Source: an optimization exercise on an open RTL-to-GDS flow (aim: small area and a short achievable clock period). Production flows keep margins and buffers that such runs may drop.
RTL that was checked went through simulation tests only; none was proved equivalent to the original.
Power and IR drop assume default switching activity.

==> flow/design.v <==
module queue(clk,rst,datain,rw,dataout,full,empty);
  input clk,rst,rw;
  input [7:0] datain;
  output reg full, empty;
  output reg [7:0] dataout;
  reg [15:0] wcol, wrow;     
  reg [15:0] rcol, rrow;     
  wire push = rw & ~full;
  wire pop  = ~rw & ~empty;
  wire [15:0] wcol_n = {wcol[14:0], wcol[15]};
  wire [15:0] wrow_n = wcol[15] ? {wrow[14:0], wrow[15]} : wrow;
  wire [15:0] rcol_n = {rcol[14:0], rcol[15]};
  wire [15:0] rrow_n = rcol[15] ? {rrow[14:0], rrow[15]} : rrow;
  wire last_out = (|(rcol_n & wcol)) & (|(rrow_n & wrow));
  wire last_in  = (|(wcol_n & rcol)) & (|(wrow_n & rrow));
  wire [15:0] wcol_en = wcol & {16{~full}};
  reg [7:0] mem [0:255];
  genvar i, r;
  generate
    for (i = 0; i < 256; i = i + 1) begin : g_mem
      always @(posedge clk)
        if (wrow[i/16] & wcol_en[i%16])
          mem[i] <= datain;
    end
  endgenerate
  wire [7:0] rowdata [0:15];
  generate
    for (r = 0; r < 16; r = r + 1) begin : g_row
      integer c;
      reg [7:0] acc;
      always @* begin
        acc = 8'd0;
        for (c = 0; c < 16; c = c + 1)
          acc = acc | (mem[r*16+c] & {8{rcol[c]}});
      end
      assign rowdata[r] = acc;
    end
  endgenerate
  reg [7:0] rdata;
  integer k;
  always @* begin
    rdata = 8'd0;
    for (k = 0; k < 16; k = k + 1)
      rdata = rdata | (rowdata[k] & {8{rrow[k]}});
  end
  always @(posedge clk) begin
    if (rst) begin
      wcol <= 16'd1;
      wrow <= 16'd1;
      rcol <= 16'd1;
      rrow <= 16'd1;
      full <= 1'b0;
      empty <= 1'b1;
      dataout <= 8'd0;
    end else begin
      if (push) begin
        wcol <= wcol_n;
        wrow <= wrow_n;
        empty <= 1'b0;
        full <= last_in;
      end
      if (pop) begin
        rcol <= rcol_n;
        rrow <= rrow_n;
        full <= 1'b0;
        empty <= last_out;
        dataout <= rdata;
      end
    end
  end
endmodule
clock: 6.0 ns
lec_check: 0
cap_margin: 20
core_margin: 2
core_utilization: 55
cts_cluster_diameter: 100
cts_cluster_size: 24
setup_slack_margin: 3.5
slew_margin: 20
run.sh (not shown) runs the stock make flow with config.mk's settings and CLKGATE_MAP_FILE= SYNTH_SCRIPT=/design/flow/synth_recipe.tcl, a recipe that flattens the netlist after the stock synthesis.
Edit:
==> flow/design.v (replaced) <==
module queue(clk,rst,datain,rw,dataout,full,empty);
  input clk,rst,rw;
  input [7:0] datain;
  output reg full, empty;
  output reg [7:0] dataout;
  reg [15:0] nwcol, nwrow;   
  reg [15:0] rcol, rrow;     
  reg [15:0] nrcol;          
  reg nfull, nempty;         
  wire push = rw & nfull;
  wire pop  = ~rw & nempty;
  wire [15:0] nwcol_n = {nwcol[14:0], nwcol[15]};
  wire [15:0] nwrow_n = nwcol[15] ? nwrow : {nwrow[14:0], nwrow[15]};
  wire [15:0] rcol_n = {rcol[14:0], rcol[15]};
  wire [15:0] rrow_n = rcol[15] ? {rrow[14:0], rrow[15]} : rrow;
  wire last_out = (|(rcol_n & ~nwcol)) & (|(rrow_n & ~nwrow));
  wire last_in  = (|(~nwcol_n & rcol)) & (|(~nwrow_n & rrow));
  wire [15:0] nwcol_en = nwcol | {16{~nfull}};
  reg [7:0] nmem [0:255];
  genvar i, r;
  generate
    for (i = 0; i < 256; i = i + 1) begin : g_mem
      always @(posedge clk)
        if (~(nwrow[i/16] | nwcol_en[i%16]))
          nmem[i] <= ~datain;
    end
  endgenerate
  wire [7:0] rowdata [0:15];
  generate
    for (r = 0; r < 16; r = r + 1) begin : g_row
      integer c;
      reg [7:0] acc;
      always @* begin
        acc = 8'd0;
        for (c = 0; c < 16; c = c + 1)
          acc = acc | (~nmem[r*16+c] & {{4{~nrcol[c]}}, {4{rcol[c]}}});
      end
      assign rowdata[r] = acc;
    end
  endgenerate
  reg [7:0] rdata;
  integer k;
  always @* begin
    rdata = 8'd0;
    for (k = 0; k < 16; k = k + 1)
      rdata = rdata | (rowdata[k] & {8{rrow[k]}});
  end
  always @(posedge clk) begin
    if (rst) begin
      nwcol <= ~16'd1;
      nwrow <= ~16'd1;
      rcol <= 16'd1;
      nrcol <= ~16'd1;
      rrow <= 16'd1;
      full <= 1'b0;
      empty <= 1'b1;
      nfull <= 1'b1;
      nempty <= 1'b0;
      dataout <= 8'd0;
    end else begin
      if (push) begin
        nwcol <= nwcol_n;
        nwrow <= nwrow_n;
        empty <= 1'b0;
        full <= last_in;
        nempty <= 1'b1;
        nfull <= ~last_in;
      end
      if (pop) begin
        rcol <= rcol_n;
        nrcol <= {nrcol[14:0], nrcol[15]};
        rrow <= rrow_n;
        full <= 1'b0;
        empty <= last_out;
        nfull <= 1'b1;
        nempty <= ~last_out;
        dataout <= rdata;
      end
    end
  end
endmodule
Effect: Total power goes up by about 8%; clock-buffer cell count is higher by 11; synthesized area decreases by about 1.1%; register-to-register slack loses 660 ps; final area came out higher by about 1.2%; core utilization grows by 1.5 points.
Function not checked in the second run of this note: the RTL went through the layout flow alone.

## afterwards: timing with drivers on the ports
How much do the figures lean on ideal ports? The routed layouts below were timed once more, with nothing changed but the port constraints. Step 1: set_driving_cell puts a clkbuf_16 on clk and a buf_2 on each other input, an assumption about the parent block. Step 2 moves the port delays by t, midway between the first and last clock arrival at a register: inputs arrive t later, outputs are due t later. That takes back most of the time a late clock gives input paths. Three values: no drivers, after step 1, after step 2; two values: the first two.
run | t (ns) | slack for setup (ns) | hold slack, ns
the first run | 0.824 | 3.372 / 3.372 / 2.728 | 0.522 / 0.522 / 0.522
the second run | 0.835 | 2.707 / 2.707 / 2.707 | 0.475 / 0.475 / 0.475
After both steps every run listed still meets setup and hold. The setup slack of the first run, which loses most, moves by 0.000 ns with the drivers and by -0.644 ns with both steps.
